Context: an optimization exercise on an open-source flow, tuned for small area, a short achievable clock period and few clock cycles. The choices shown serve that exercise and are no tape-out recipe. At most, simulation tests tie the RTL to the original design; equivalence was not proved. No functional check of the RTL was part of runs 4 to 6. No activity file was given, so power comes from the tool's default toggle rates.

### flow/design.v
module kvs_LatchedRelay #(
    parameter WIDTH = 16
    )
    (
    input  wire             clk,
    input  wire             rst,
    input  wire             in_valid,
    output wire             in_ready,
    input  wire [WIDTH-1:0] in_data,
    output wire             out_valid,
    input  wire             out_ready,
    output wire [WIDTH-1:0] out_data
);
    reg inReady;
    reg [WIDTH-1:0] bufData;
    reg bufValid;
    reg useInputLine;
    wire outValid;
    assign in_ready = inReady;
    assign out_data = (useInputLine==1'b1) ? in_data : bufData;
    assign outValid = (useInputLine==1'b1) ? in_valid : bufValid;
    assign out_valid = outValid;
    always @(posedge clk) begin
        if (rst==1'b1) begin
            inReady <= 1'b0;
            bufValid <= 1'b0;
            useInputLine <= 1'b0;
        end else begin
            inReady <= out_ready | ~outValid;
            useInputLine <= out_ready;
            if ((out_ready==1'b0 && inReady==1'b1) || bufValid==1'b0) begin
                bufData <= in_data;
                bufValid <= in_valid;
                if (in_valid==1'b0) begin
                    useInputLine <= 1'b1;
                end
            end
        end
    end
endmodule
module nukv_Predicate_Eval #(
	parameter MEMORY_WIDTH = 512,
    parameter META_WIDTH = 96,
	parameter GENERATE_COMMANDS = 1,
	parameter SUPPORT_SCANS = 0
	)
    (
	input wire         clk,
	input wire         rst,
	input wire [META_WIDTH+MEMORY_WIDTH-1:0] pred_data,
	input wire pred_valid,
	input wire pred_scan,
	output reg pred_ready,
	input  wire [MEMORY_WIDTH-1:0] value_data,
	input  wire         value_valid,
	input  wire 		value_last,
	input  wire 		value_drop,
	output wire         value_ready,
	output wire [MEMORY_WIDTH-1:0] output_data,
	output wire         output_valid,
	output wire			output_last,
	output wire			output_drop,
	input  wire         output_ready,	
	output reg 	cmd_valid,
	output reg[15:0] cmd_length,
    output reg[META_WIDTH-1:0] cmd_meta,
	input  wire		cmd_ready, 
	input scan_on_outside,
	output reg error_input
);
    localparam[2:0] 
    	ST_IDLE = 0,
    	ST_READING = 1,
    	ST_LAST = 2;
    reg[2:0] state;
    wire[16+31:0] pred_data_config;
    wire[META_WIDTH-1: 0] pred_data_meta;
    assign pred_data_config = pred_data[META_WIDTH +: 48];
    assign pred_data_meta = pred_data[0 +: META_WIDTH];
    reg[11:0] find_offset;
    reg[3:0]  find_function;
    reg[31:0] find_value;
    reg out_valid;
    wire out_ready;
    reg[MEMORY_WIDTH-1:0] out_data;
    reg out_drop;
    reg out_last;
    wire out_b_valid;
    wire out_b_ready;
    wire[MEMORY_WIDTH-1:0] out_b_data;
    wire out_b_drop;
    wire out_b_last;
    reg[META_WIDTH-1: 0] meta_word;
    reg drop;
    reg[15:0] curr_offset;
    reg[15:0] total_length;
    reg[15:0] curr_offset_p128;
    reg scanning;
    reg entered_via_scan;
    wire enter_ifs;
    reg readInValue;
    wire stateBasedReady = (state==ST_IDLE) ? (pred_valid | scanning) : readInValue;
    assign value_ready = (stateBasedReady & out_ready);
    reg[31:0] slice[0:63];
    wire[MEMORY_WIDTH+31:0] value_data_ext = {32'd0, value_data};
    reg[MEMORY_WIDTH-1:0] slice_full;
    reg slice_valid;
    reg slice_drop;
    reg slice_last;
    integer xx;
    always @(posedge clk) begin
    	if (rst) begin
    		state <= ST_IDLE;
    		out_valid <= 0;
    		pred_ready <= 0;
    		scanning <= 0;    	
    		if (GENERATE_COMMANDS==1) begin
    			cmd_valid <= 0;
    		end
    		entered_via_scan <= 0;
    		error_input <= 0;
            readInValue <= 0;
            slice_valid <= 0;
    	end
    	else begin
    	    error_input <= 0;
    		if (GENERATE_COMMANDS==1 && cmd_valid==1 && cmd_ready==1) begin
    			cmd_valid <= 0;
    		end
    		if (out_valid==1 && out_ready==1) begin
    			out_valid <= 0;
                out_last <= 0;
                out_drop <= 0;
    		end
    		pred_ready <= 0;                        
            if (slice_valid==1 && out_ready==1) begin
                slice_valid <= 0;
            end
            if (value_valid==1 && value_ready==1) begin
                for (xx=0; xx<64; xx=xx+1) begin
                    slice[xx][31:0] <= value_data_ext[xx*8 +: 32];
                end
                slice_full <= value_data;
                slice_drop <= value_drop;
                slice_valid <= 1;
                slice_last <= value_last;
            end 
    		case (state)
    			ST_IDLE: begin
    				if (pred_valid==1 && value_valid==1 && out_ready==1 && (SUPPORT_SCANS==0 || scan_on_outside==0 || (SUPPORT_SCANS==1 && pred_scan==1))) begin
    					scanning <= SUPPORT_SCANS==1 ? pred_scan : 0;
    					entered_via_scan <= pred_scan;
    					pred_ready <= 1;
    					find_offset <= pred_data_config[11:0];
    					find_function <= pred_data_config[15:12];
    					find_value <= pred_data_config[16 +: 32];
                        meta_word <= pred_data_meta;
    					curr_offset <= 0;
                        curr_offset_p128 <= 128;
    					total_length <= value_data[15:0];    					
    					state <= ST_READING;
    					drop <= 0;
                        out_drop <= 0;
                        readInValue <= 1;
    					if (value_data[15:0] <= 64) begin
                            state <= ST_LAST;                                
                            if (value_valid==1 && value_ready==1) begin
                               readInValue <= 0;
                            end
    					end
    				end else if (SUPPORT_SCANS==1 && scanning==1 && value_valid==1 && out_ready==1) begin
    					entered_via_scan <= 1;	
    					curr_offset <= 0;
                        curr_offset_p128 <= 128;
    					total_length <= value_data[15:0];    					
    					state <= ST_READING;
    					drop <= 0;
                        out_drop <= 0;
                        readInValue <= 1;
    					if (value_data[15:0] <= 64) begin
    						if (value_data>0) begin
                                state <= ST_LAST;                               
                            end else begin
                                state <= ST_IDLE;
                            end
                            if (value_valid==1 && value_ready==1) begin
                                readInValue <= 0;
                            end
    					end
    				end else if (SUPPORT_SCANS==1 && pred_valid==1 && pred_scan==1 && pred_ready==0) begin
                        scanning <= 1;   
                        pred_ready <= 1;      
                        find_offset <= pred_data_config[11:0];
                        find_function <= pred_data_config[15:12];
                        find_value <= pred_data_config[16 +: 32];
                        meta_word <= pred_data_meta;                          
                    end
    			end
    			ST_READING: begin
    				if (slice_valid==1 && out_ready==1) begin
    					curr_offset <= curr_offset+64;
                        curr_offset_p128 <= curr_offset+64+128;
    					if (curr_offset_p128>=total_length) begin
    						state <= ST_LAST;    						
                            if (value_valid==1 && value_ready==1) begin
                                readInValue <= 0;
                            end
    					end else begin
    						state <= ST_READING;
    					end
    					if (find_offset!=0 && find_offset<curr_offset+64 && find_offset>=curr_offset) begin    					
    						drop <= 0;
    						case (find_function)
    							4'b0000 : 
    								if (slice[find_offset[5:0]]!=find_value) begin
    									drop <= 1;
    								end 
    							4'b0001 : 
    								if (slice[find_offset[5:0]]>find_value) begin
    									drop <= 1;
    								end
    							4'b0010 : 
    								if (slice[find_offset[5:0]]<find_value) begin
    									drop <= 1;
    								end    								
    							4'b0011 : 
    								if (slice[find_offset[5:0]]==find_value) begin
    									drop <= 1;
    								end    								
    						endcase
    					end
    					out_valid <= 1;
    					out_drop <= 0;
    					out_last <= 0;
    					out_data <= slice_full;
    				end
    			end
    			ST_LAST: begin
                    if (value_valid==1 && readInValue==0 && slice_valid==0) begin
                        readInValue <= 1;    
                    end else begin
                        readInValue <= 0;
                    end
                    if (value_valid==1 && value_ready==1) begin
                        readInValue <= 0;
                    end
    				if (slice_valid==1 && out_ready==1) begin
	    				out_valid <= 1;
	    				out_drop <= slice_drop | drop;
	    				out_last <= 1;
	    				out_data <= slice_full;
	    				if (GENERATE_COMMANDS==1 && scanning==1 && entered_via_scan==1) begin
	    					cmd_valid <= 1;
	    					cmd_length <= (total_length+7)/8;
                            cmd_meta <= meta_word;
	    					if (total_length==0 || total_length>1024) begin
	    					  error_input <= 1;
	    					  cmd_length <= 4;
                              out_drop <= 1;
	    					end
	    				end
	    				if (find_offset!=0 && find_offset<curr_offset+64 && find_offset>=curr_offset) begin
	    						case (find_function)
	    							4'b0000 : 
	    								if (slice[find_offset[5:0]]!=find_value) begin
	    									out_drop <= 1;
	    								end
	    							4'b0001 : 
	    								if (slice[find_offset[5:0]]>find_value) begin
	    									out_drop <= 1;
	    								end
	    							4'b0010 : 
	    								if (slice[find_offset[5:0]]<find_value) begin
	    									out_drop <= 1;
	    								end    								
	    							4'b0011 : 
	    								if (slice[find_offset[5:0]]==find_value) begin
	    									out_drop <= 1;
	    								end    								
	    						endcase
	   					end
	   					state <= ST_IDLE;
                        readInValue <= 0;
	   					entered_via_scan <= 0;
    				end
    			end
    		endcase    		
    	end
    end
	kvs_LatchedRelay #(
		.WIDTH(MEMORY_WIDTH+2)
	) relayreg (
	    .clk(clk),
	    .rst(rst),
	    .in_valid(out_valid),
	    .in_ready(out_ready),
	    .in_data({out_drop, out_last, out_data}),
	    .out_valid(output_valid),
	    .out_ready(output_ready),
	    .out_data({output_drop, output_last, output_data})
	);    
endmodule
module pred_eval_top (
    input  wire         clk,
    input  wire         rst,
    input  wire [47:0]  pred_config,
    input  wire         pred_valid,
    output wire         pred_ready,
    input  wire [511:0] value_data,
    input  wire         value_valid,
    input  wire         value_last,
    input  wire         value_drop,
    output wire         value_ready,
    output wire [511:0] output_data,
    output wire         output_valid,
    output wire         output_last,
    output wire         output_drop,
    input  wire         output_ready
);
    wire        cmd_valid_unused;
    wire [15:0] cmd_length_unused;
    wire [95:0] cmd_meta_unused;
    wire        error_input_unused;
    nukv_Predicate_Eval #(
        .MEMORY_WIDTH(512),
        .META_WIDTH(96),
        .GENERATE_COMMANDS(0),
        .SUPPORT_SCANS(0)
    ) pred_eval (
        .clk(clk),
        .rst(rst),
        .pred_data({464'd0, pred_config, 96'd0}),
        .pred_valid(pred_valid),
        .pred_scan(1'b0),
        .pred_ready(pred_ready),
        .value_data(value_data),
        .value_valid(value_valid),
        .value_last(value_last),
        .value_drop(value_drop),
        .value_ready(value_ready),
        .output_data(output_data),
        .output_valid(output_valid),
        .output_last(output_last),
        .output_drop(output_drop),
        .output_ready(output_ready),
        .cmd_valid(cmd_valid_unused),
        .cmd_length(cmd_length_unused),
        .cmd_meta(cmd_meta_unused),
        .cmd_ready(1'b1),
        .scan_on_outside(1'b0),
        .error_input(error_input_unused)
    );
endmodule
### flow/run.sh
#!/bin/bash
# synth_recipe.tcl (not shown) runs the flow's synth.tcl, then flattens the netlist and writes it again
# the make line also repeats each setting of config.mk as NAME=value (left out here)
make -C /OpenROAD-flow-scripts/flow DESIGN_CONFIG=/design/flow/config.mk WORK_HOME=/design/flow/orfs CLKGATE_MAP_FILE= SYNTH_SCRIPT=/design/flow/synth_recipe.tcl finish
### flow/config.mk
export PLATFORM = sky130hd
export DESIGN_NAME = pred_eval_top
export DESIGN_NICKNAME = pred_eval_top
export VERILOG_FILES = /design/flow/design.v
export SDC_FILE = /design/flow/constraint.sdc
export NUM_CORES = 4
export LEC_CHECK = 0
export CAP_MARGIN = 20
export CORE_MARGIN = 2
export CORE_UTILIZATION = 40
export SETUP_SLACK_MARGIN = 0.3
export SLEW_MARGIN = 20
### flow/constraint.sdc
create_clock -name core_clock -period 7.0 [get_ports {clk}]
set_input_delay 1.4000 -clock core_clock [delete_from_list [all_inputs] [get_ports {clk}]]
set_output_delay 1.4000 -clock core_clock [all_outputs]
set_load 0.01 [all_outputs]
==> metrics.csv, run 1 <==
stage;metric;value;unit
placement;dpl hpwl;272000;um
worst_hold_path;Hold/Removal Path Class;reg2reg;
drt;via/cell ratio;6.62;
layout;area delta synth->final;30.1;%
worst_setup_path;cell mode on critical path;nand2_1;
floorplan;Die Span Y;418;um
logic_synthesis;Seq/Total Area, Yosys;71.3;%
sta;Peak Freq;161;MHz
layout;most frequent cells in the layout;edfxtp_1 (1,625), clkdlybuf4s50_1 (1,082), a22oi_1 (948), mux2_2 (522), buf_4 (262);
sta;Hold Fails Final Rpt;0;
cts;CTS resizes;0;
sta;endpoints failing setup;0;
worst_setup_path;CP arrival;6.92;ns
logic_synthesis;dominant synthesized flop cell;edfxtp_1;
global_route;first-pass GRT wire length;473000;um
global_route;initial antenna violation count;74;
logic_synthesis;Area contributors post-synth;edfxtp_1 (71%), a22oi_1 (10%), mux2_2 (8.6%);
logic_synthesis;Syn Inst Count;4328;
sta;post-route clock period utilization;88.8;%
logic_synthesis;simple-gate share of the synthesized area;5.00;%
worst_setup_path;crit path max fanout;16;
cts;root buf cell;clkbuf_16;
floorplan;row count;152;
power_and_ir_drop;PwrDens;250;nW/um2
sta;hold_ws;0.414;ns
placement;gpl congestion;1.05;
drt;WL/cell;45.7;um
logic_synthesis;Avg Synthesized Cell Area;15.9;um2
job;Max Cap Viol;0;
global_route;vias in the first global route;50900;
global_route;gr ovfl total;0;
cts;CTS tree;yes;
worst_setup_path;CP Capture Type;flop;
logic_synthesis;Post-Synth XOR/XNOR Area;0.179;%
outcome;status;timing/DRC/antenna clean;
logic_synthesis;share of the synthesized area in the top cell type;71.1;%
cts;Max Root-Sink Buffers;3;
worst_setup_path;Setup CP Type;reg2reg;
cts;CTS clock-pin slew for the worst setup and hold paths;0.08;ns
sta;Slew @ Worst Pin;1.26;ns
logic_synthesis;Post-Synth Adder-Cell Area;1.15;%
sta;Slew HR;16.2;%
worst_setup_path;Worst Path Buf+Inv;2;
drt;DRC;0;
logic_synthesis;syn nets;4958;
drt;Via Count;53000;
floorplan;Die Area;175000;um2
placement;placed cell areas;84100;um2
floorplan;num ports;1084;
logic_synthesis;Compound-Gate Fraction of Synth Area;11.8;%
layout;most common cell after layout, fill and taps aside;edfxtp_1;
cts;depth of the CTS H-tree;4;
worst_setup_path;cell family with most CP delay;simple AND/OR/NAND/NOR gates;
cts;CTS Buf Count;166;
floorplan;initial core utilization;40.1;%
power_and_ir_drop;post-layout power;22.3;mW
floorplan;Die X;418;um
cts;Clock Latency Late Sink;0.85;ns
sta;post-route minimum period;6.22;ns
cts;Post-CTS Setup Bufs;0;
logic_synthesis;warnings from Yosys;3;
sta;Fin Setup TNS;0;ns
worst_setup_path;CP Cell Sequence;nor4bb_1, and3b_1, buf_4, buf_4, a22oi_1, nand2_1, nor4_1, nand2_1, o22a_1, ha_1, nand4_1, nor4_1, nand2_1, nor2_1, and4_1, ha_1, nor3_1, nor3_1, and4_1, a21oi_1;
logic_synthesis;flops & latches, synth;1634;
drt;Initial DRT Pass Iterations;7;
logic_synthesis;Synth cell types;55;
floorplan;core area;171000;um2
worst_setup_path;peak per-stage delay on the critical path;0.95;ns
sta;Clock Skews;0.0439;ns
sta;Final Max Slew Viols;0;
logic_synthesis;area leader, netlist;edfxtp_1;
global_route;Tot GR Track Use;40.7;%
layout;post-route cell area;89300;um2
logic_synthesis;mux share of post-synthesis cell area;8.62;%
drt;Iter 0 DRT Violations;8515;
layout;Fill cells;14200;
global_route;largest net degree at the start of global routing;142;
logic_synthesis;EDFF count, synth;1625;
power_and_ir_drop;worst vdd ir;0.267;mV
worst_setup_path;critical path data required time;7.70;ns
drt;drt total wl;366000;um
cts;Hold Buf Count CTS;0;
drt;post-route ant nets;0;
placement;Buffers on Ports;1082;
logic_synthesis;Post-Syn Area;68600;um2
logic_synthesis;largest family of logic cells by synthesized area;compound AO/OA/AOI/OAI gates;
worst_setup_path;Critical Path Source Type;flop;
cts;# clock sinks;1634;
layout;layout cells sized above 1;19.6;%
logic_synthesis;Async S/R FF share, synth;0;%
worst_setup_path;Worst path slowest cell;and3b_1;
power_and_ir_drop;LEAKAGE;30.0;nW
layout;Nets;6245;
sta;RSZ-0062 raised after global routing;no;
through the flow:
step | utilization (%) | cells | worst slack [ns]
3_5_place_dp | 49.2 | 7680 | 1.06
5_1_grt | 52.2 | 7984 | 0.613
2_1_floorplan | - | 4328 | -3.37
6_report | 52.2 | 7998 | 0.785
4_1_cts | 52.2 | 7976 | 1.02
3_3_place_gp | 49.2 | 7680 | 0.997
routing by layer:
layer / part of all wire [%] / vias to the layer above / global-route usage, %
li1: - / 20400 / -
met3: 13 / 1281 / 16.7
met5: 0.11 / - / 0
met4: 7.7 / 56 / 26.2
met2: 43 / 4161 / 59.0
met1: 37 / 27100 / 50.1
Yosys cell counts (all sizes together), types with 4 or more instances:
library cell / n
a2111oi: 5
a21o: 5
a21oi: 55
a221oi: 6
a222oi: 8
a22o: 6
a22oi: 948
a31oi: 16
and4: 5
buf: 95
clkbuf: 166
dfxtp: 9
edfxtp: 1625
ha: 63
inv: 59
mux2: 522
mux2i: 4
nand2: 210
nand2b: 6
nand3: 36
nand4: 160
nand4b: 4
nand4bb: 5
nor2: 130
nor2b: 6
nor3: 37
nor4: 56
o21a: 6
o21ai: 13
o22a: 6
or2: 4
or4b: 4
xnor2: 7
xor2: 7
cell families (layout without fill, tap and decap cells):
logic type | Yosys count | after routing
xor+xnor | 14 | 14
fa+ha+maj | 63 | 63
buf+inv | 321 | 1736
other cells | 0 | 22
flops | 1634 | 1634
simple gates | 679 | 679
mux | 526 | 526
compound gates | 1091 | 1091
final cells by class:
class / count / area, um2 / share of cell area, %
multi-input cells: 2373 / 18600 / 20.8
well taps: 2233 / 2790 / 3.13
inverters: 60 / 225 / 0.252
clock buffers: 209 / 4360 / 4.88
repair buffers: 1380 / 13500 / 15.1
diodes: 22 / 55.1 / 0.0617
flip-flops and latches: 1634 / 49000 / 54.9
clock inverters: 87 / 778 / 0.872
path summary, 6_finish.rpt:
| path | slack [ns] | startpoint | end | cells after the start |
|---|---|---|---|---|
| max | 0.78 | pred_eval.find_offset[3] | pred_eval.out_drop | 20 |
| min | 0.41 | pred_eval.out_data[412] | pred_eval.relayreg.bufData[412] | 0 |
| max reg2reg | 0.78 | pred_eval.find_offset[3] | pred_eval.out_drop | 20 |
| min reg2reg | 0.41 | pred_eval.out_data[412] | pred_eval.relayreg.bufData[412] | 0 |
state kept, by name, indices dropped and copies added, names as in the netlist, 4 cells and up:
register                    cells
pred_eval.slice_full          440
pred_eval.out_data            512
pred_eval.find_function         4
pred_eval.curr_offset_p128     10
pred_eval.find_offset          12
pred_eval.total_length         16
pred_eval.find_value           32
pred_eval.curr_offset           9
pred_eval.slice                72
pred_eval.relayreg.bufData    514
power breakdown:
group / internal [mW] / switching (mW) / leakage (nW) / total [mW]
clock network: 4.73 / 3.80 / 2.50 / 8.53
registers: 11.2 / 0.533 / 15.1 / 11.7
logic: 0.976 / 1.13 / 12.4 / 2.10
Testbench counts, summed over its fixed seeds: cycles 30,653.
==> inputs of run 2 (changes only) <==
==> flow/design.v (replaced) <==
module kvs_LatchedRelay #(
    parameter WIDTH = 16
    )
    (
    input  wire             clk,
    input  wire             rst,
    input  wire             in_valid,
    output wire             in_ready,
    input  wire [WIDTH-1:0] in_data,
    output wire             out_valid,
    input  wire             out_ready,
    output wire [WIDTH-1:0] out_data
);
    reg inReady;
    reg [WIDTH-1:0] bufData;
    reg bufValid;
    reg useInputLine;
    wire outValid;
    assign in_ready = inReady;
    assign out_data = (useInputLine==1'b1) ? in_data : bufData;
    assign outValid = (useInputLine==1'b1) ? in_valid : bufValid;
    assign out_valid = outValid;
    always @(posedge clk) begin
        if (rst==1'b1) begin
            inReady <= 1'b0;
            bufValid <= 1'b0;
            useInputLine <= 1'b0;
        end else begin
            inReady <= out_ready | ~outValid;
            useInputLine <= out_ready;
            if ((out_ready==1'b0 && inReady==1'b1) || bufValid==1'b0) begin
                bufData <= in_data;
                bufValid <= in_valid;
                if (in_valid==1'b0) begin
                    useInputLine <= 1'b1;
                end
            end
        end
    end
endmodule
module nukv_Predicate_Eval (
    input  wire         clk,
    input  wire         rst,
    input  wire [47:0]  pred_config,
    input  wire         pred_valid,
    output wire         pred_ready,
    input  wire [511:0] value_data,
    input  wire         value_valid,
    input  wire         value_last,
    input  wire         value_drop,
    output wire         value_ready,
    output wire [511:0] output_data,
    output wire         output_valid,
    output wire         output_last,
    output wire         output_drop,
    input  wire         output_ready
);
    wire [11:0] find_offset   = pred_config[11:0];
    wire [3:0]  find_function = pred_config[15:12];
    wire [31:0] find_value    = pred_config[47:16];
    reg  [5:0]  word_idx;    
    reg         drop;        
    reg         evaluated;   
    wire [543:0] value_data_ext = {32'd0, value_data};
    wire [31:0]  field = value_data_ext[find_offset[5:0]*8 +: 32];
    reg fail;
    always @(*) begin
        case (find_function)
            4'd0:    fail = (field != find_value);
            4'd1:    fail = (field >  find_value);
            4'd2:    fail = (field <  find_value);
            4'd3:    fail = (field == find_value);
            default: fail = 1'b0;
        endcase
    end
    wire hit   = (find_offset != 12'd0) && (find_offset[11:6] == word_idx);
    wire hold  = value_last & hit & ~evaluated;
    wire both  = pred_valid & value_valid & ~rst;
    wire go    = output_ready & ~hold & ~rst;
    assign value_ready  = pred_valid & go;
    assign pred_ready   = value_valid & value_last & go;
    assign output_valid = both & go;
    assign output_data  = value_data;
    assign output_last  = value_last;
    assign output_drop  = value_last & (value_drop | drop);
    always @(posedge clk) begin
        if (rst) begin
            word_idx  <= 6'd0;
            drop      <= 1'b0;
            evaluated <= 1'b0;
        end else if (both) begin
            if (hold) begin
                evaluated <= 1'b1;
                drop      <= fail;
            end else if (output_ready) begin
                if (value_last) begin
                    word_idx  <= 6'd0;
                    drop      <= 1'b0;
                    evaluated <= 1'b0;
                end else begin
                    word_idx <= word_idx + 6'd1;
                    if (hit)
                        drop <= fail;
                end
            end
        end
    end
endmodule
module pred_eval_top (
    input  wire         clk,
    input  wire         rst,
    input  wire [47:0]  pred_config,
    input  wire         pred_valid,
    output wire         pred_ready,
    input  wire [511:0] value_data,
    input  wire         value_valid,
    input  wire         value_last,
    input  wire         value_drop,
    output wire         value_ready,
    output wire [511:0] output_data,
    output wire         output_valid,
    output wire         output_last,
    output wire         output_drop,
    input  wire         output_ready
);
    nukv_Predicate_Eval pred_eval (
        .clk(clk),
        .rst(rst),
        .pred_config(pred_config),
        .pred_valid(pred_valid),
        .pred_ready(pred_ready),
        .value_data(value_data),
        .value_valid(value_valid),
        .value_last(value_last),
        .value_drop(value_drop),
        .value_ready(value_ready),
        .output_data(output_data),
        .output_valid(output_valid),
        .output_last(output_last),
        .output_drop(output_drop),
        .output_ready(output_ready)
    );
endmodule
==> metrics.csv, run 2 <==
stage;metric;value;unit
logic_synthesis;largest family of logic cells by synthesized area;multiplexers;
floorplan;initial core utilization;40.6;%
outcome;status;stopped before the end;
logic_synthesis;mux share of post-synthesis cell area;63.5;%
floorplan;row count;83;
logic_synthesis;Syn Inst Count;1822;
logic_synthesis;warnings from Yosys;1;
logic_synthesis;Async S/R FF share, synth;0;%
logic_synthesis;Post-Synth XOR/XNOR Area;0.420;%
logic_synthesis;EDFF count, synth;0;
logic_synthesis;Post-Synth Adder-Cell Area;1.98;%
logic_synthesis;simple-gate share of the synthesized area;4.09;%
logic_synthesis;share of the synthesized area in the top cell type;56.0;%
outcome;Last stage;I/O pin placement;
floorplan;Die X;232;um
logic_synthesis;flops & latches, synth;8;
logic_synthesis;area leader, netlist;mux4_2;
outcome;Stop Error;[ERROR PPL-0024] Number of IO pins (1084) exceeds maximum number of available positions (836). Increase the die perimeter from 929.50um to 1474.24um.;
logic_synthesis;Area contributors post-synth;mux4_2 (56%), buf_4 (19%), mux2i_1 (6.2%);
logic_synthesis;Seq/Total Area, Yosys;0.768;%
logic_synthesis;syn nets;2422;
logic_synthesis;top-count cell post-synth;buf_4;
logic_synthesis;Synth cell types;56;
logic_synthesis;dominant synthesized flop cell;dfxtp_1;
logic_synthesis;Post-Syn Area;20900;um2
logic_synthesis;Avg Synthesized Cell Area;11.5;um2
logic_synthesis;Compound-Gate Fraction of Synth Area;6.17;%
floorplan;Die Span Y;232;um
logic_synthesis;Post-synth top cells;buf_4 (522), mux4_2 (519), mux2i_1 (130), clkbuf_1 (79), a21oi_1 (65);
-- run 2: changes by cell type after synthesis, moves of 71 or more --
cell	delta
edfxtp_1	-1625
a22oi_1	-944
mux4_2	+519
buf_4	+510
mux2_2	-500
nand2_1	-158
nand4_1	-151
mux2i_1	+126
clkbuf_1	-87
nor2_1	-71
-- run 2: logic make-up after synthesis --
| kind of cell | after synthesis |
|---|---|
| xor+xnor | 10 |
| buf+inv | 721 |
| flops | 8 |
| compound gates | 204 |
| simple gates | 175 |
| fa+ha+maj | 33 |
| mux | 671 |
Testbench counts of run 2, summed over its fixed seeds: cycles 27,904.
==> inputs of run 3 (changes only) <==
--- a/flow/config.mk
+++ b/flow/config.mk
@@ -8,4 +8,4 @@
 export CAP_MARGIN = 20
-export CORE_MARGIN = 2
-export CORE_UTILIZATION = 40
+export CORE_AREA = 5 5 375 375
+export DIE_AREA = 0 0 380 380
 export SETUP_SLACK_MARGIN = 0.3
==> metrics.csv, run 3 <==
stage;metric;value;unit
outcome;status;timing/DRC/antenna clean;
logic_synthesis;simple-gate share of the synthesized area;4.09;%
global_route;met3 Track Usage GR;10.0;%
worst_setup_path;critical path data required time;7.13;ns
power_and_ir_drop;LEAKAGE;10.1;nW
global_route;met1 global-route usage;26.5;%
drt;Iter 0 DRT Violations;2459;
logic_synthesis;Avg Synthesized Cell Area;11.5;um2
sta;Fin Setup TNS;0;ns
layout;most common cell after layout, fill and taps aside;clkdlybuf4s50_1;
floorplan;Die X;380;um
sta;post-route clock period utilization;84.2;%
placement;gpl congestion;0.971;
layout;Largest regs;pred_eval.word_idx x6, pred_eval.drop x1, pred_eval.evaluated x1;
logic_synthesis;syn nets;2422;
logic_synthesis;Compound-Gate Fraction of Synth Area;6.17;%
drt;post-route ant nets;0;
global_route;gr ovfl total;0;
worst_setup_path;CP Capture Type;flop;
drt;WL/cell;40.6;um
logic_synthesis;Post-synth top cells;buf_4 (522), mux4_2 (519), mux2i_1 (130), clkbuf_1 (79), a21oi_1 (65);
logic_synthesis;Post-Synth XOR/XNOR Area;0.420;%
sta;hold_ws;0.475;ns
logic_synthesis;mux share of post-synthesis cell area;63.5;%
worst_setup_path;worst reg2reg path startpoint;pred_eval.word_idx[4];
layout;max FFs per register;6;
logic_synthesis;warnings from Yosys;1;
logic_synthesis;Post-Syn Area;20900;um2
worst_setup_path;peak per-stage delay on the critical path;0.50;ns
worst_setup_path;Reg-to-Reg End;pred_eval.drop;
cts;Clock Latency Late Sink;0.24;ns
cts;Hold Buf Count CTS;0;
worst_setup_path;Setup CP Type;in2reg;
logic_synthesis;Post-Synth Adder-Cell Area;1.98;%
layout;register with the most flip-flops;pred_eval.word_idx;
logic_synthesis;top-count cell post-synth;buf_4;
placement;dpl hpwl;147000;um
power_and_ir_drop;PwrDens;86.7;nW/um2
layout;Post-Layout Cell Count;4111;
cts;# clock sinks;8;
floorplan;core area;136000;um2
worst_setup_path;worst setup path start;pred_config[0];
logic_synthesis;Syn Inst Count;1822;
logic_synthesis;area leader, netlist;mux4_2;
worst_setup_path;Reg2Reg Depth;6;
logic_synthesis;largest family of logic cells by synthesized area;multiplexers;
power_and_ir_drop;worst vdd ir;0.0537;mV
worst_hold_path;Hold Startpoint;pred_eval.evaluated;
global_route;largest net degree at the start of global routing;86;
logic_synthesis;dominant synthesized flop cell;dfxtp_1;
cts;CTS clock-pin slew for the worst setup and hold paths;0.05;ns
cts;CTS resizes;0;
job;Max Cap Viol;0;
sta;Peak Freq;170;MHz
sta;post-route minimum period;5.89;ns
logic_synthesis;Synth cell types;56;
worst_setup_path;Worst path slowest cell;mux4_2;
worst_hold_path;worst hold endpoint;pred_eval.evaluated;
drt;via/cell ratio;4.98;
global_route;vias in the first global route;20300;
cts;root buf cell;clkbuf_16;
worst_setup_path;CP Cell Sequence;buf_8, buf_12, buf_4, mux4_2, mux4_2, nor2b_1, a211oi_1, a21oi_1, ha_1, nand4_1, nor4_1, buf_4, nand3_1, mux2_2, nand3_1, o31ai_1;
global_route;initial antenna violation count;94;
floorplan;row count;135;
sta;Final WS setup;1.11;ns
worst_setup_path;CP arrival;6.02;ns
logic_synthesis;Seq/Total Area, Yosys;0.768;%
global_route;Tot GR Track Use;21.9;%
sta;Hold Fails Final Rpt;0;
global_route;first-pass GRT wire length;214000;um
worst_setup_path;crit path max fanout;53;
worst_setup_path;FF-to-FF setup slack;4.39;ns
drt;Via Count;20500;
floorplan;Die Span Y;380;um
global_route;M2 GR Usage;35.9;%
cts;Max Root-Sink Buffers;2;
drt;drt total wl;167000;um
worst_hold_path;Hold/Removal Path Class;reg2reg;
worst_hold_path;hold path depth;2;
drt;DRC;0;
worst_setup_path;Critical Path Source Type;primary input;
placement;placed insts;4077;
logic_synthesis;share of the synthesized area in the top cell type;56.0;%
drt;Initial DRT Pass Iterations;5;
placement;dpl ws;0.722;ns
sta;Slew @ Worst Pin;0.877;ns
cts;depth of the CTS H-tree;1;
sta;Final Max Slew Viols;0;
cts;CTS Buf Count;3;
logic_synthesis;Async S/R FF share, synth;0;%
sta;RSZ-0062 raised after global routing;no;
cts;CTS tree;yes;
sta;endpoints failing setup;0;
floorplan;num ports;1084;
layout;Nets;2901;
logic_synthesis;flops & latches, synth;8;
sta;Clock Skews;0.0116;ns
logic_synthesis;EDFF count, synth;0;
global_route;busiest metal layer after global routing;met2;
cts;Post-CTS Setup Bufs;0;
floorplan;Die Area;144000;um2
layout;layout cells sized above 1;27.6;%
sta;Slew HR;41.5;%
layout;area delta synth->final;44.8;%
layout;most frequent cells in the layout;clkdlybuf4s50_1 (1,077), mux4_2 (519), mux2i_1 (130), a21oi_1 (65), buf_4 (57);
logic_synthesis;Area contributors post-synth;mux4_2 (56%), buf_4 (19%), mux2i_1 (6.2%);
floorplan;initial core utilization;15.4;%
placement;Buffers on Ports;1083;
==> run 3: cell counts after synthesis <==
Identical to the previous run, type by type.
==> run 3: critical path: cells and delay by family <==
family	cells	cell delay, ns
buf+inv	4	1.28
simple gates	5	0.87
mux	3	1.25
fa+ha+maj	1	0.36
compound gates	3	0.74
==> run 3: worst max path at each step <==
stage / to / slack (ns) / cells past startpoint
detailed placement: pred_eval.drop / 0.72 / 13
finish: pred_eval.drop / 1.11 / 16
global placement: pred_eval.drop / 0.54 / 13
CTS: pred_eval.drop / 0.99 / 13
floorplan: pred_eval.drop / 1.95 / 12
global route: pred_eval.drop / 0.87 / 13
==> run 3: power by group <==
| part | total, mW | internal (mW) | switching, mW |
|---|---|---|---|
| logic | 2.47 | 1.24 | 1.23 |
| registers | 0.0462 | 0.0459 | 0.000271 |
| clock network | 0.105 | 0.0745 | 0.0309 |
==> run 3: through the flow <==
step                area (um2)  util (%)  total power, mW
finish                   30200      22.2             2.62
detailed placement       30100      22.1             2.52
global placement         30000      22.1             2.52
floorplan                20900         -             1.33
CTS                      30100      22.2             2.64
global route             30200      22.2             2.74
==> run 3: final cells by class <==
class | count | area (um2)
diodes | 31 | 77.6
well taps | 1781 | 2230
inverters | 37 | 139
repair buffers | 1158 | 11600
flip-flops and latches | 8 | 160
clock buffers | 3 | 75.1
fillers | 14600 | 106000
multi-input cells | 1093 | 15900
==> run 3: kinds of logic after synthesis <==
group | after synthesis
buffers and inverters | 721
adder cells (fa/ha/maj) | 33
AO/OA/AOI/OAI | 204
flip-flops | 8
XOR/XNOR | 10
AND/OR/NAND/NOR | 175
multiplexers | 671
==> run 3: layer usage <==
metal | vias to the layer above | wire length, um
met1 | 10600 | 62700
met3 | 225 | 21500
met5 | - | 295
met4 | 44 | 4170
li1 | 7938 | -
met2 | 1640 | 78200
==> inputs of run 4 (changes only) <==
--- a/flow/design.v
+++ b/flow/design.v
@@ -63,4 +63,34 @@
     reg         evaluated;   
-    wire [543:0] value_data_ext = {32'd0, value_data};
-    wire [31:0]  field = value_data_ext[find_offset[5:0]*8 +: 32];
+    wire [1:0] sh_hi  = find_offset[5:4];
+    wire [1:0] sh_mid = find_offset[3:2];
+    wire [1:0] sh_lo  = find_offset[1:0];
+    wire [1023:0] ext0 = {512'd0, value_data};
+    wire [151:0]  ext1;
+    wire [55:0]   ext2;
+    wire [31:0]   field;
+    genvar k;
+    generate
+        for (k = 0; k < 19; k = k + 1) begin : g_hi
+            assign ext1[k*8 +: 8] = mux4(sh_hi, ext0[k*8 +: 8], ext0[(k+16)*8 +: 8],
+                                         ext0[(k+32)*8 +: 8], ext0[(k+48)*8 +: 8]);
+        end
+        for (k = 0; k < 7; k = k + 1) begin : g_mid
+            assign ext2[k*8 +: 8] = mux4(sh_mid, ext1[k*8 +: 8], ext1[(k+4)*8 +: 8],
+                                         ext1[(k+8)*8 +: 8], ext1[(k+12)*8 +: 8]);
+        end
+        for (k = 0; k < 4; k = k + 1) begin : g_lo
+            assign field[k*8 +: 8] = mux4(sh_lo, ext2[k*8 +: 8], ext2[(k+1)*8 +: 8],
+                                          ext2[(k+2)*8 +: 8], ext2[(k+3)*8 +: 8]);
+        end
+    endgenerate
+    function [7:0] mux4;
+        input [1:0] sel;
+        input [7:0] a, b, c, d;
+        case (sel)
+            2'd0: mux4 = a;
+            2'd1: mux4 = b;
+            2'd2: mux4 = c;
+            default: mux4 = d;
+        endcase
+    endfunction
     reg fail;
==> flow/flow/run.sh (new file) <==
#!/bin/bash
# Standard ORFS layout, except that the port buffers are the smallest
# plain buffer (repair_design still upsizes any that need it).
set -euo pipefail
bash standard.sh BUFFER_PORTS_ARGS="-buffer_cell sky130_fd_sc_hd__buf_1" finish > standard.log 2>&1
==> flow/standard.sh (new file) <==
#!/bin/bash
# synth_recipe.tcl (not shown) runs the flow's synth.tcl, then flattens the netlist and writes it again
# the make line also repeats each setting of config.mk as NAME=value (left out here)
make -C /OpenROAD-flow-scripts/flow DESIGN_CONFIG=/design/flow/config.mk WORK_HOME=/design/flow/orfs CLKGATE_MAP_FILE= SYNTH_SCRIPT=/design/flow/synth_recipe.tcl "${@:-finish}"
removed: flow/run.sh
==> metrics.csv, run 4 <==
stage;metric;value;unit
outcome;status;timing/DRC/antenna clean;
logic_synthesis;syn nets;1720;
power_and_ir_drop;Comb power frac;89.5;%
logic_synthesis;dominant synthesized flop cell;dfxtp_1;
cts;Post-CTS Setup Bufs;0;
global_route;Tot GR Track Use;18.9;%
worst_setup_path;critical path data required time;5.60;ns
global_route;gr ovfl total;0;
drt;drt total wl;145000;um
floorplan;Die X;380;um
drt;Iter 0 DRT Violations;1281;
logic_synthesis;Avg Synthesized Cell Area;9.73;um2
worst_setup_path;CP Capture Type;primary output;
power_and_ir_drop;worst vdd ir;0.0522;mV
cts;# clock sinks;8;
sta;Peak Freq;169;MHz
job;Max Cap Viol;0;
drt;DRC;0;
layout;area delta synth->final;23.3;%
cts;depth of the CTS H-tree;1;
layout;register with the most flip-flops;pred_eval.word_idx;
floorplan;Die Area;144000;um2
drt;Via Count;12500;
layout;Largest regs;pred_eval.word_idx x6, pred_eval.drop x1, pred_eval.evaluated x1;
layout;most frequent cells in the layout;buf_1 (1,077), mux4_2 (184), mux2i_1 (57), nand2_1 (46), inv_1 (35);
logic_synthesis;Post-Syn Area;10900;um2
layout;max FFs per register;6;
placement;dpl hpwl;137000;um
floorplan;initial core utilization;8.02;%
power_and_ir_drop;Switching Fraction;61.2;%
layout;most common cell after layout, fill and taps aside;buf_1;
layout;post-route cell area;13400;um2
logic_synthesis;Area contributors post-synth;mux4_2 (38%), buf_4 (36%), mux2i_1 (5.2%);
worst_setup_path;CP arrival;4.52;ns
layout;area occupied by multi-input gates;6450;um2
floorplan;Die Span Y;380;um
logic_synthesis;flops & latches, synth;8;
power_and_ir_drop;NetSw;0.865;mW
global_route;vias in the first global route;12100;
sta;RSZ-0062 raised after global routing;no;
logic_synthesis;Async S/R FF share, synth;0;%
cts;Max Root-Sink Buffers;2;
worst_setup_path;Setup CP Type;in2out;
placement;Buffers on Ports;1083;
logic_synthesis;EDFF count, synth;0;
layout;Nets;2250;
global_route;first-pass GRT wire length;172000;um
sta;Slew @ Worst Pin;0.999;ns
cts;CTS clock-pin slew for the worst setup and hold paths;0.05;ns
logic_synthesis;warnings from Yosys;1;
cts;root buf cell;clkbuf_16;
sta;Clock Skews;0.0103;ns
placement;placed cell areas;13300;um2
sta;Fin Setup TNS;0;ns
layout;Fill cells;16100;
sta;Final Max Slew Viols;0;
drt;WL/cell;41.8;um
floorplan;num ports;1084;
sta;post-route clock period utilization;84.6;%
cts;CTS Buf Count;3;
floorplan;row count;135;
layout;sequential cell area;160;um2
cts;Clock Latency Late Sink;0.24;ns
drt;post-route ant nets;0;
power_and_ir_drop;PwrDens;105;nW/um2
power_and_ir_drop;part of the power in registers;3.3;%
cts;CTS resizes;0;
cts;Hold Buf Count CTS;0;
worst_setup_path;crit path max fanout;32;
sta;endpoints failing setup;0;
logic_synthesis;top-count cell post-synth;buf_4;
worst_setup_path;Critical Path Source Type;primary input;
cts;CTS tree;yes;
logic_synthesis;share of the synthesized area in the top cell type;38.0;%
power_and_ir_drop;Pint;0.548;mW
sta;post-route minimum period;5.92;ns
worst_hold_path;Hold/Removal Path Class;reg2reg;
power_and_ir_drop;post-layout power;1.41;mW
logic_synthesis;area leader, netlist;mux4_2;
floorplan;core area;136000;um2
global_route;largest net degree at the start of global routing;65;
drt;via/cell ratio;3.61;
logic_synthesis;Seq/Total Area, Yosys;1.47;%
sta;Slew HR;32.8;%
placement;gpl congestion;0.980;
sta;Hold Fails Final Rpt;0;
global_route;initial antenna violation count;139;
logic_synthesis;Syn Inst Count;1120;
layout;Final Util;9.89;%
logic_synthesis;Synth cell types;42;
logic_synthesis;Post-synth top cells;buf_4 (521), mux4_2 (184), mux2i_1 (57), nand2_1 (46), inv_1 (35);
power_and_ir_drop;Clk pwr share;7.2;%
layout;layout cells sized above 1;13.8;%
drt;Initial DRT Pass Iterations;5;
power_and_ir_drop;LEAKAGE;3.87;nW
run 4: cell types whose count changed after synthesis, moves of 9 or more:
cell,previous run,this run
xnor2_1,0,9
buf_2,60,16
o21ai_0,43,28
clkbuf_1,79,28
nor2_1,45,24
a21oi_1,65,33
mux4_2,519,184
mux2i_1,130,57
o21ai_1,0,13
o22ai_1,11,0
a211oi_1,34,1
nor2b_1,26,3
xor2_1,10,0
run 4: cell families (layout without fill, tap and decap cells):
group / Yosys count / in the layout / share of synthesized area [%]
compound gates: 98 / 98 / 5.27
xor+xnor: 9 / 9 / 0.724
fa+ha+maj: 33 / 33 / 3.79
buf+inv: 610 / 1138 / 39.4
flops: 8 / 8 / 1.47
mux: 257 / 257 / 45.0
other cells: 0 / 34 / 0
simple gates: 105 / 105 / 4.41
run 4: cell type report:
class | instances | area share (%)
antenna | 34 | 0.634
clock buffer | 3 | 0.559
inverter | 35 | 0.978
multi-input combinational | 502 | 48.0
sequential | 8 | 1.19
tap | 1781 | 16.6
timing repair buffer | 1100 | 32.0
run 4: metal layers:
metal | up-vias | wire [um] | part of all wire, % | GRT usage (%)
met3 | 238 | 22500 | 16 | 12.6
met2 | 1105 | 64400 | 45 | 29.7
met1 | 6437 | 53900 | 37 | 21.3
li1 | 4711 | - | - | -
met4 | 22 | 3640 | 2.5 | 3.92
met5 | - | 283 | 0.20 | 0
run 4: power groups by stage:
stage          combinational, mW  clock [mW]  sequential [mW]
6_report                    1.26       0.102           0.0464
5_1_grt                     1.35       0.109           0.0464
4_1_cts                     1.29       0.106           0.0464
3_5_place_dp                1.29           0           0.0472
3_3_place_gp                1.29           0           0.0472
2_1_floorplan              0.741           0           0.0472
run 4: path summary, 6_finish.rpt:
check | startpoint | end | slack, ns | cells after the start
max reg2reg | pred_eval.word_idx[1] | pred_eval.drop | 4.88 | 6
min | pred_eval.evaluated | pred_eval.evaluated | 0.48 | 2
min reg2reg | pred_eval.evaluated | pred_eval.evaluated | 0.48 | 2
max | pred_config[3] | value_ready | 1.08 | 7
run 4: critical path, cell delays in order:
cell      delay, ns
clkbuf_4       0.43
nor4_1         1.00
and3_1         0.36
o41ai_1        0.10
buf_4          0.18
nor3b_1        0.59
buf_1          0.37
run 4: per-stage QoR:
stage,hold slack [ns],cells,setup WS (ns)
finish,0.480,3463,1.08
CTS,0.477,3429,1.10
floorplan,0.446,1120,2.14
global placement,0.460,3426,0.717
global route,0.520,3443,0.810
detailed placement,0.469,3426,0.847
==> inputs of run 5 (changes only) <==
--- a/flow/design.v
+++ b/flow/design.v
@@ -61,7 +61,9 @@
     reg  [5:0]  word_idx;    
+    reg         word_nz;     
     reg         drop;        
     reg         evaluated;   
-    wire [1:0] sh_hi  = find_offset[5:4];
-    wire [1:0] sh_mid = find_offset[3:2];
-    wire [1:0] sh_lo  = find_offset[1:0];
+    reg  [5:0]  sel;         
+    wire [1:0] sh_hi  = sel[5:4];
+    wire [1:0] sh_mid = sel[3:2];
+    wire [1:0] sh_lo  = sel[1:0];
     wire [1023:0] ext0 = {512'd0, value_data};
@@ -95,2 +97,28 @@
     endfunction
+    wire [31:0] cmp_gt0 = field & ~find_value;
+    wire [31:0] cmp_eq0 = ~(field ^ find_value);
+    wire [15:0] cmp_gt1, cmp_eq1;
+    wire [7:0]  cmp_gt2, cmp_eq2;
+    wire [3:0]  cmp_gt3, cmp_eq3;
+    wire [1:0]  cmp_gt4, cmp_eq4;
+    generate
+        for (k = 0; k < 16; k = k + 1) begin : g_c1
+            assign cmp_gt1[k] = cmp_gt0[2*k+1] | (cmp_eq0[2*k+1] & cmp_gt0[2*k]);
+            assign cmp_eq1[k] = cmp_eq0[2*k+1] & cmp_eq0[2*k];
+        end
+        for (k = 0; k < 8; k = k + 1) begin : g_c2
+            assign cmp_gt2[k] = cmp_gt1[2*k+1] | (cmp_eq1[2*k+1] & cmp_gt1[2*k]);
+            assign cmp_eq2[k] = cmp_eq1[2*k+1] & cmp_eq1[2*k];
+        end
+        for (k = 0; k < 4; k = k + 1) begin : g_c3
+            assign cmp_gt3[k] = cmp_gt2[2*k+1] | (cmp_eq2[2*k+1] & cmp_gt2[2*k]);
+            assign cmp_eq3[k] = cmp_eq2[2*k+1] & cmp_eq2[2*k];
+        end
+        for (k = 0; k < 2; k = k + 1) begin : g_c4
+            assign cmp_gt4[k] = cmp_gt3[2*k+1] | (cmp_eq3[2*k+1] & cmp_gt3[2*k]);
+            assign cmp_eq4[k] = cmp_eq3[2*k+1] & cmp_eq3[2*k];
+        end
+    endgenerate
+    wire field_gt = cmp_gt4[1] | (cmp_eq4[1] & cmp_gt4[0]);
+    wire field_eq = cmp_eq4[1] & cmp_eq4[0];
     reg fail;
@@ -98,6 +126,6 @@
         case (find_function)
-            4'd0:    fail = (field != find_value);
-            4'd1:    fail = (field >  find_value);
-            4'd2:    fail = (field <  find_value);
-            4'd3:    fail = (field == find_value);
+            4'd0:    fail = ~field_eq;
+            4'd1:    fail = field_gt;
+            4'd2:    fail = ~field_gt & ~field_eq;
+            4'd3:    fail = field_eq;
             default: fail = 1'b0;
@@ -105,4 +133,6 @@
     end
-    wire hit   = (find_offset != 12'd0) && (find_offset[11:6] == word_idx);
-    wire hold  = value_last & hit & ~evaluated;
+    wire hit   = (find_offset[11:6] == word_idx) &
+                 (word_nz | (find_offset[5:0] != 6'd0));
+    wire fresh = (sel == find_offset[5:0]);
+    wire hold  = hit & (~fresh | (value_last & ~evaluated));
     wire both  = pred_valid & value_valid & ~rst;
@@ -115,2 +145,4 @@
     assign output_drop  = value_last & (value_drop | drop);
+    always @(posedge clk)
+        sel <= find_offset[5:0];
     always @(posedge clk) begin
@@ -118,2 +150,3 @@
             word_idx  <= 6'd0;
+            word_nz   <= 1'b0;
             drop      <= 1'b0;
@@ -122,4 +155,6 @@
             if (hold) begin
-                evaluated <= 1'b1;
-                drop      <= fail;
+                if (fresh) begin
+                    evaluated <= 1'b1;
+                    drop      <= fail;
+                end
             end else if (output_ready) begin
@@ -127,2 +162,3 @@
                     word_idx  <= 6'd0;
+                    word_nz   <= 1'b0;
                     drop      <= 1'b0;
@@ -131,2 +167,3 @@
                     word_idx <= word_idx + 6'd1;
+                    word_nz  <= 1'b1;
                     if (hit)
--- a/flow/config.mk
+++ b/flow/config.mk
@@ -10,3 +10,3 @@
 export DIE_AREA = 0 0 380 380
-export SETUP_SLACK_MARGIN = 0.3
+export SETUP_SLACK_MARGIN = 2.0
 export SLEW_MARGIN = 20
==> metrics.csv, run 5 <==
stage;metric;value;unit
global_route;Tot GR Track Use;18.0;%
logic_synthesis;Post-Syn Area;11200;um2
sta;Slew @ Worst Pin;1.05;ns
floorplan;Die Span Y;380;um
floorplan;core area;136000;um2
sta;Hold Fails Final Rpt;0;
sta;post-route minimum period;4.78;ns
power_and_ir_drop;part of the power in registers;7.3;%
worst_setup_path;Critical Path Source Type;primary input;
worst_setup_path;crit path max fanout;3;
sta;Peak Freq;209;MHz
cts;CTS Buf Count;3;
global_route;vias in the first global route;12700;
floorplan;row count;135;
worst_setup_path;CP arrival;4.90;ns
logic_synthesis;Area contributors post-synth;buf_4 (35%), mux4_2 (25%), mux2i_1 (7.2%);
logic_synthesis;share of the synthesized area in the top cell type;35.0;%
worst_setup_path;cell mode on critical path;a21oi_1;
cts;Hold Buf Count CTS;0;
global_route;busiest metal layer after global routing;met2;
sta;post-route clock period utilization;68.2;%
global_route;met1 global-route usage;20.9;%
sta;Fin Setup TNS;0;ns
power_and_ir_drop;Comb power frac;84.6;%
logic_synthesis;syn nets;1890;
drt;DRC;0;
placement;dpl hpwl;130000;um
drt;drt total wl;139000;um
worst_setup_path;peak per-stage delay on the critical path;0.49;ns
logic_synthesis;Async S/R FF share, synth;0;%
job;Max Cap Viol;0;
worst_setup_path;CP Capture Type;flop;
cts;CTS clock-pin slew for the worst setup and hold paths;0.05;ns
sta;Final Max Slew Viols;0;
worst_hold_path;Hold/Removal Path Class;reg2reg;
layout;Final Util;10.2;%
logic_synthesis;Post-Synth Adder-Cell Area;3.69;%
drt;Via Count;13200;
worst_setup_path;Worst Path Buf+Inv;1;
logic_synthesis;warnings from Yosys;1;
global_route;gr ovfl total;0;
logic_synthesis;top-count cell post-synth;buf_4;
logic_synthesis;Seq/Total Area, Yosys;2.68;%
sta;Clock Skews;0.00235;ns
power_and_ir_drop;Switching Fraction;60.6;%
outcome;status;timing/DRC/antenna clean;
power_and_ir_drop;LEAKAGE;4.21;nW
floorplan;num ports;1084;
global_route;met3 Track Usage GR;9.21;%
power_and_ir_drop;Clk pwr share;8.1;%
logic_synthesis;Avg Synthesized Cell Area;8.67;um2
logic_synthesis;Syn Inst Count;1290;
global_route;initial antenna violation count;138;
drt;post-route ant nets;0;
logic_synthesis;Compound-Gate Fraction of Synth Area;9.88;%
worst_setup_path;critical path data required time;7.12;ns
cts;Max Root-Sink Buffers;2;
placement;gpl congestion;1.03;
placement;Buffers on Ports;1083;
power_and_ir_drop;PwrDens;104;nW/um2
logic_synthesis;EDFF count, synth;0;
layout;Largest regs;pred_eval.sel x6, pred_eval.word_idx x6;
layout;area delta synth->final;24.3;%
logic_synthesis;area leader, netlist;buf_4;
layout;most common cell after layout, fill and taps aside;buf_1;
logic_synthesis;simple-gate share of the synthesized area;7.05;%
logic_synthesis;Post-synth top cells;buf_4 (521), mux4_2 (124), mux2i_1 (81), a21oi_1 (79), nor2_1 (65);
power_and_ir_drop;NetSw;0.875;mW
worst_setup_path;cell family with most CP delay;compound AO/OA/AOI/OAI gates;
global_route;M2 GR Usage;30.1;%
global_route;first-pass GRT wire length;167000;um
logic_synthesis;Post-Synth XOR/XNOR Area;0.940;%
drt;Iter 0 DRT Violations;1065;
sta;RSZ-0062 raised after global routing;no;
floorplan;Die X;380;um
drt;via/cell ratio;3.63;
logic_synthesis;flops & latches, synth;15;
logic_synthesis;dominant synthesized flop cell;dfxtp_1;
global_route;largest net degree at the start of global routing;57;
cts;depth of the CTS H-tree;1;
cts;root buf cell;clkbuf_16;
worst_setup_path;Worst path slowest cell;mux4_2;
sta;Slew HR;30.3;%
worst_setup_path;CP Cell Sequence;buf_1, mux4_2, mux2_2, nor2_1, a21oi_2, a21oi_1, a21oi_1, ha_1, nand4_1, nor4_4, a22oi_1, o2111ai_1, and2_1, o211a_1, o21ai_0;
cts;# clock sinks;15;
power_and_ir_drop;Pint;0.568;mW
layout;most frequent cells in the layout;buf_1 (1,083), mux4_2 (124), mux2i_1 (81), nor2_1 (65), nand2_1 (57);
cts;CTS tree;yes;
logic_synthesis;mux share of post-synthesis cell area;36.4;%
drt;Initial DRT Pass Iterations;7;
sta;endpoints failing setup;0;
logic_synthesis;Synth cell types;46;
layout;Fill cells;16100;
floorplan;Die Area;144000;um2
worst_setup_path;Setup CP Type;in2reg;
cts;Clock Latency Late Sink;0.25;ns
logic_synthesis;largest family of logic cells by synthesized area;buffers and inverters;
power_and_ir_drop;worst vdd ir;0.0499;mV
layout;Nets;2426;
floorplan;initial core utilization;8.24;%
drt;WL/cell;38.3;um
layout;layout cells sized above 1;12.9;%
run 5: final cells by class:
type / instances / area, um2 / area share, %
multi-input cells: 649 / 6620 / 47.6
repair buffers: 1120 / 4460 / 32.0
well taps: 1781 / 2230 / 16.0
flip-flops and latches: 15 / 318 / 2.29
inverters: 37 / 139 / 0.999
clock buffers: 4 / 78.8 / 0.567
diodes: 26 / 65.1 / 0.468
run 5: layer usage:
metal | vias to the layer above | wire length [um]
met4 | 22 | 4010
met1 | 6557 | 52000
met3 | 284 | 18900
met5 | - | 133
li1 | 5216 | -
met2 | 1121 | 64000
run 5: through the flow:
step	total power [mW]	cells	hold slack [ns]	area, um2	setup slack (ns)
2_1_floorplan	0.813	1290	0.468	11200	2.83
3_3_place_gp	1.32	3598	0.500	13600	1.08
3_5_place_dp	1.32	3598	0.493	13600	1.24
4_1_cts	1.45	3605	0.501	13700	2.01
5_1_grt	1.54	3624	0.532	13900	2.00
6_report	1.44	3632	0.498	13900	2.22
run 5: power groups by stage:
stage	combinational [mW]	clock [mW]	sequential (mW)
5_1_grt	1.31	0.121	0.106
3_3_place_gp	1.21	0	0.113
2_1_floorplan	0.723	0	0.0903
3_5_place_dp	1.21	0	0.113
4_1_cts	1.23	0.119	0.107
6_report	1.22	0.117	0.105
run 5: logic make-up (layout without fill, tap and decap cells):
| logic type | count (synthesis) | in the layout |
|---|---|---|
| compound gates | 189 | 189 |
| xor+xnor | 12 | 12 |
| fa+ha+maj | 33 | 33 |
| buf+inv | 626 | 1161 |
| flops | 15 | 15 |
| mux | 241 | 241 |
| other cells | 0 | 26 |
| simple gates | 174 | 174 |
run 5: worst register-to-register path, stage by stage (launching register included):
cell	delay, ns
dfxtp_4	0.35
buf_12	0.17
buf_12	0.31
buf_4	0.39
mux4_1	0.79
mux2i_1	0.21
nor2_1	0.06
a21oi_1	0.19
nor2_1	0.07
a21oi_1	0.24
a21oi_1	0.12
ha_1	0.33
nand4_1	0.20
nor4_4	0.39
a22oi_1	0.14
o2111ai_1	0.15
and2_1	0.17
o211a_1	0.16
o21ai_0	0.09
run 5: path summary, 6_finish.rpt:
kind | start | end | slack, ns | cells past startpoint
setup / recovery | value_data[356] | pred_eval.drop | 2.22 | 15
hold / removal | pred_eval.word_nz | pred_eval.word_nz | 0.50 | 2
setup reg to reg | pred_eval.sel[4] | pred_eval.drop | 2.32 | 18
hold reg to reg | pred_eval.word_nz | pred_eval.word_nz | 0.50 | 2
run 5: what timing repair did:
action / in CTS / in global routing
resized for setup: 17 / 20
hold endpoints to repair: 0 / 0
pin swaps: 1 / 0
setup endpoints to repair: 1 / 2
setup buffers: 3 / 1
==> inputs of run 6 (changes only) <==
--- a/flow/config.mk
+++ b/flow/config.mk
@@ -10,3 +10,3 @@
 export DIE_AREA = 0 0 380 380
-export SETUP_SLACK_MARGIN = 2.0
+export SETUP_SLACK_MARGIN = 0.3
 export SLEW_MARGIN = 20
==> metrics.csv, run 6 <==
stage;metric;value;unit
worst_setup_path;CP arrival;5.72;ns
floorplan;initial core utilization;8.24;%
placement;Buffers on Ports;1083;
power_and_ir_drop;post-layout power;1.41;mW
logic_synthesis;largest family of logic cells by synthesized area;buffers and inverters;
layout;area delta synth->final;22.7;%
sta;Final WS setup;1.45;ns
logic_synthesis;EDFF count, synth;0;
logic_synthesis;share of the synthesized area in the top cell type;35.0;%
placement;dpl ws;1.24;ns
job;Max Cap Viol;0;
sta;post-route minimum period;5.55;ns
power_and_ir_drop;Switching Fraction;60.5;%
cts;root buf cell;clkbuf_16;
power_and_ir_drop;NetSw;0.856;mW
floorplan;row count;135;
logic_synthesis;warnings from Yosys;1;
global_route;vias in the first global route;12700;
worst_setup_path;CP Capture Type;flop;
logic_synthesis;dominant synthesized flop cell;dfxtp_1;
logic_synthesis;flops & latches, synth;15;
layout;most common cell after layout, fill and taps aside;buf_1;
worst_setup_path;Critical Path Source Type;primary input;
sta;post-route clock period utilization;79.3;%
floorplan;Die Area;144000;um2
logic_synthesis;Synth cell types;46;
sta;RSZ-0062 raised after global routing;no;
logic_synthesis;Post-synth top cells;buf_4 (521), mux4_2 (124), mux2i_1 (81), a21oi_1 (79), nor2_1 (65);
placement;dpl hpwl;130000;um
floorplan;core area;136000;um2
drt;Iter 0 DRT Violations;1051;
cts;depth of the CTS H-tree;1;
sta;Fin Setup TNS;0;ns
sta;Slew @ Worst Pin;1.19;ns
cts;CTS clock-pin slew for the worst setup and hold paths;0.05;ns
logic_synthesis;syn nets;1890;
power_and_ir_drop;LEAKAGE;4.16;nW
drt;Initial DRT Pass Iterations;8;
logic_synthesis;Area contributors post-synth;buf_4 (35%), mux4_2 (25%), mux2i_1 (7.2%);
logic_synthesis;mux share of post-synthesis cell area;36.4;%
outcome;status;timing/DRC/antenna clean;
global_route;largest net degree at the start of global routing;57;
sta;Hold Fails Final Rpt;0;
drt;post-route ant nets;0;
sta;Slew HR;20.9;%
logic_synthesis;Post-Synth XOR/XNOR Area;0.940;%
layout;Final Util;10.1;%
logic_synthesis;Seq/Total Area, Yosys;2.68;%
drt;DRC;0;
cts;CTS resizes;0;
drt;Via Count;13100;
cts;Hold Buf Count CTS;0;
drt;WL/cell;37.9;um
sta;Peak Freq;180;MHz
power_and_ir_drop;Clk pwr share;8.2;%
cts;Post-CTS Setup Bufs;0;
cts;Clock Latency Late Sink;0.25;ns
cts;CTS Buf Count;3;
cts;Max Root-Sink Buffers;2;
sta;Final Max Slew Viols;0;
sta;Clock Skews;0.00167;ns
drt;drt total wl;138000;um
layout;Fill cells;16100;
layout;most frequent cells in the layout;buf_1 (1,083), mux4_2 (124), mux2i_1 (81), a21oi_1 (79), nor2_1 (65);
logic_synthesis;Syn Inst Count;1290;
layout;layout cells sized above 1;11.1;%
global_route;Tot GR Track Use;18.0;%
logic_synthesis;Post-Synth Adder-Cell Area;3.69;%
logic_synthesis;simple-gate share of the synthesized area;7.05;%
global_route;first-pass GRT wire length;166000;um
worst_hold_path;Hold Startpoint;pred_eval.word_nz;
worst_setup_path;worst reg2reg path startpoint;pred_eval.sel[4];
layout;sequential cell area;318;um2
floorplan;num ports;1084;
placement;placed insts;3598;
power_and_ir_drop;Pint;0.559;mW
logic_synthesis;area leader, netlist;buf_4;
layout;Post-Layout Cell Count;3637;
cts;CTS tree;yes;
global_route;gr ovfl total;0;
layout;Largest regs;pred_eval.sel x6, pred_eval.word_idx x6;
layout;Nets;2422;
global_route;initial antenna violation count;139;
cts;# clock sinks;15;
power_and_ir_drop;PwrDens;103;nW/um2
worst_hold_path;Hold/Removal Path Class;reg2reg;
logic_synthesis;Avg Synthesized Cell Area;8.67;um2
placement;gpl congestion;1.03;
power_and_ir_drop;Comb power frac;84.1;%
layout;area occupied by multi-input gates;6490;um2
logic_synthesis;Compound-Gate Fraction of Synth Area;9.88;%
worst_setup_path;critical path data required time;7.17;ns
worst_setup_path;crit path max fanout;3;
worst_setup_path;worst setup path start;value_data[320];
logic_synthesis;Async S/R FF share, synth;0;%
floorplan;Die Span Y;380;um
logic_synthesis;Post-Syn Area;11200;um2
power_and_ir_drop;worst vdd ir;0.0508;mV
drt;via/cell ratio;3.61;
worst_setup_path;Setup CP Type;in2reg;
logic_synthesis;top-count cell post-synth;buf_4;
power_and_ir_drop;part of the power in registers;7.7;%
sta;endpoints failing setup;0;
floorplan;Die X;380;um
[run 6: per-stage QoR]
stage / area, um2 / hold slack [ns]
global route: 13700 / 0.527
global placement: 13600 / 0.500
CTS: 13600 / 0.501
finish: 13700 / 0.498
floorplan: 11200 / 0.468
detailed placement: 13600 / 0.493
[run 6: per-layer routing]
layer  vias up  GRT usage (%)  share of wire (%)
met3       266           9.29                 13
li1       5207              -                  -
met2      1094           29.9                 46
met1      6535           20.8                 37
met5         -              0              0.098
met4        22           3.29                3.1
[run 6: final cells by class]
cell class              instances  area share [%]
repair buffers               1116            32.0
multi-input cells             649            47.3
well taps                    1781            16.2
flip-flops and latches         15            2.32
diodes                         35           0.638
clock buffers                   4           0.574
inverters                      37            1.01
[run 6: worst paths after layout]
path / end / slack [ns] / cells past startpoint
max: pred_eval.drop / 1.45 / 14
min: pred_eval.word_nz / 0.50 / 2
max reg2reg: pred_eval.drop / 1.61 / 14
min reg2reg: pred_eval.word_nz / 0.50 / 2
[run 6: critical path, stage by stage]
cell	delay [ns]
buf_1	0.16
mux4_2	0.51
o21ai_0	0.56
a21oi_1	0.41
a21oi_1	0.64
a21oi_1	0.20
ha_1	0.33
nand4_1	0.14
nor4_1	0.52
a22oi_1	0.18
o2111ai_1	0.17
o21a_1	0.14
o311ai_0	0.15
o21ai_0	0.21
[run 6: kinds of logic after synthesis]
family / after synthesis
mux: 241
fa+ha+maj: 33
buf+inv: 626
flops: 15
xor+xnor: 12
simple gates: 174
compound gates: 189
[run 6: power groups by stage]
stage | Clock (mW) | Combinational, mW | Sequential, mW
floorplan | 0 | 0.723 | 0.0903
global placement | 0 | 1.21 | 0.113
detailed placement | 0 | 1.21 | 0.113
CTS | 0.119 | 1.21 | 0.111
global route | 0.122 | 1.28 | 0.111
finish | 0.116 | 1.19 | 0.109

what the ideal ports hide:
In the flow no input, the clock included, has a driving cell. The finished layouts below were timed again as built, in two steps.
Step 1 assumes that a clkbuf_16 drives the clock port and a buf_2 every other input.
Step 2, shift: input delay + t, output delay - t, t = (earliest + latest rising clock arrival at the registers) / 2. This alone moves slack from input paths to output paths.
Three values: ideal, step 1, step 2; two values: the first two.
run | t, ns | slack for setup (ns) | worst setup path at the end | slew at the worst register clock pin (ns)
run 1 | 0.924 | 0.785 / 0.785 / 0.785 | register to register | 0.08 / 0.08
run 3 | 0.281 | 1.109 / 1.086 / 0.805 | input to register | 0.05 / 0.05
run 4 | 0.270 | 1.080 / 1.055 / 0.840 | input to register | 0.05 / 0.05
run 5 | 0.283 | 2.224 / 2.211 / 1.928 | input to register | 0.05 / 0.05
run 6 | 0.283 | 1.449 / 1.451 / 1.168 | input to register | 0.05 / 0.05
After both steps every run listed still meets setup and hold. The setup slack of run 3, which loses most, moves by -0.023 ns with the drivers and by -0.304 ns with both steps.
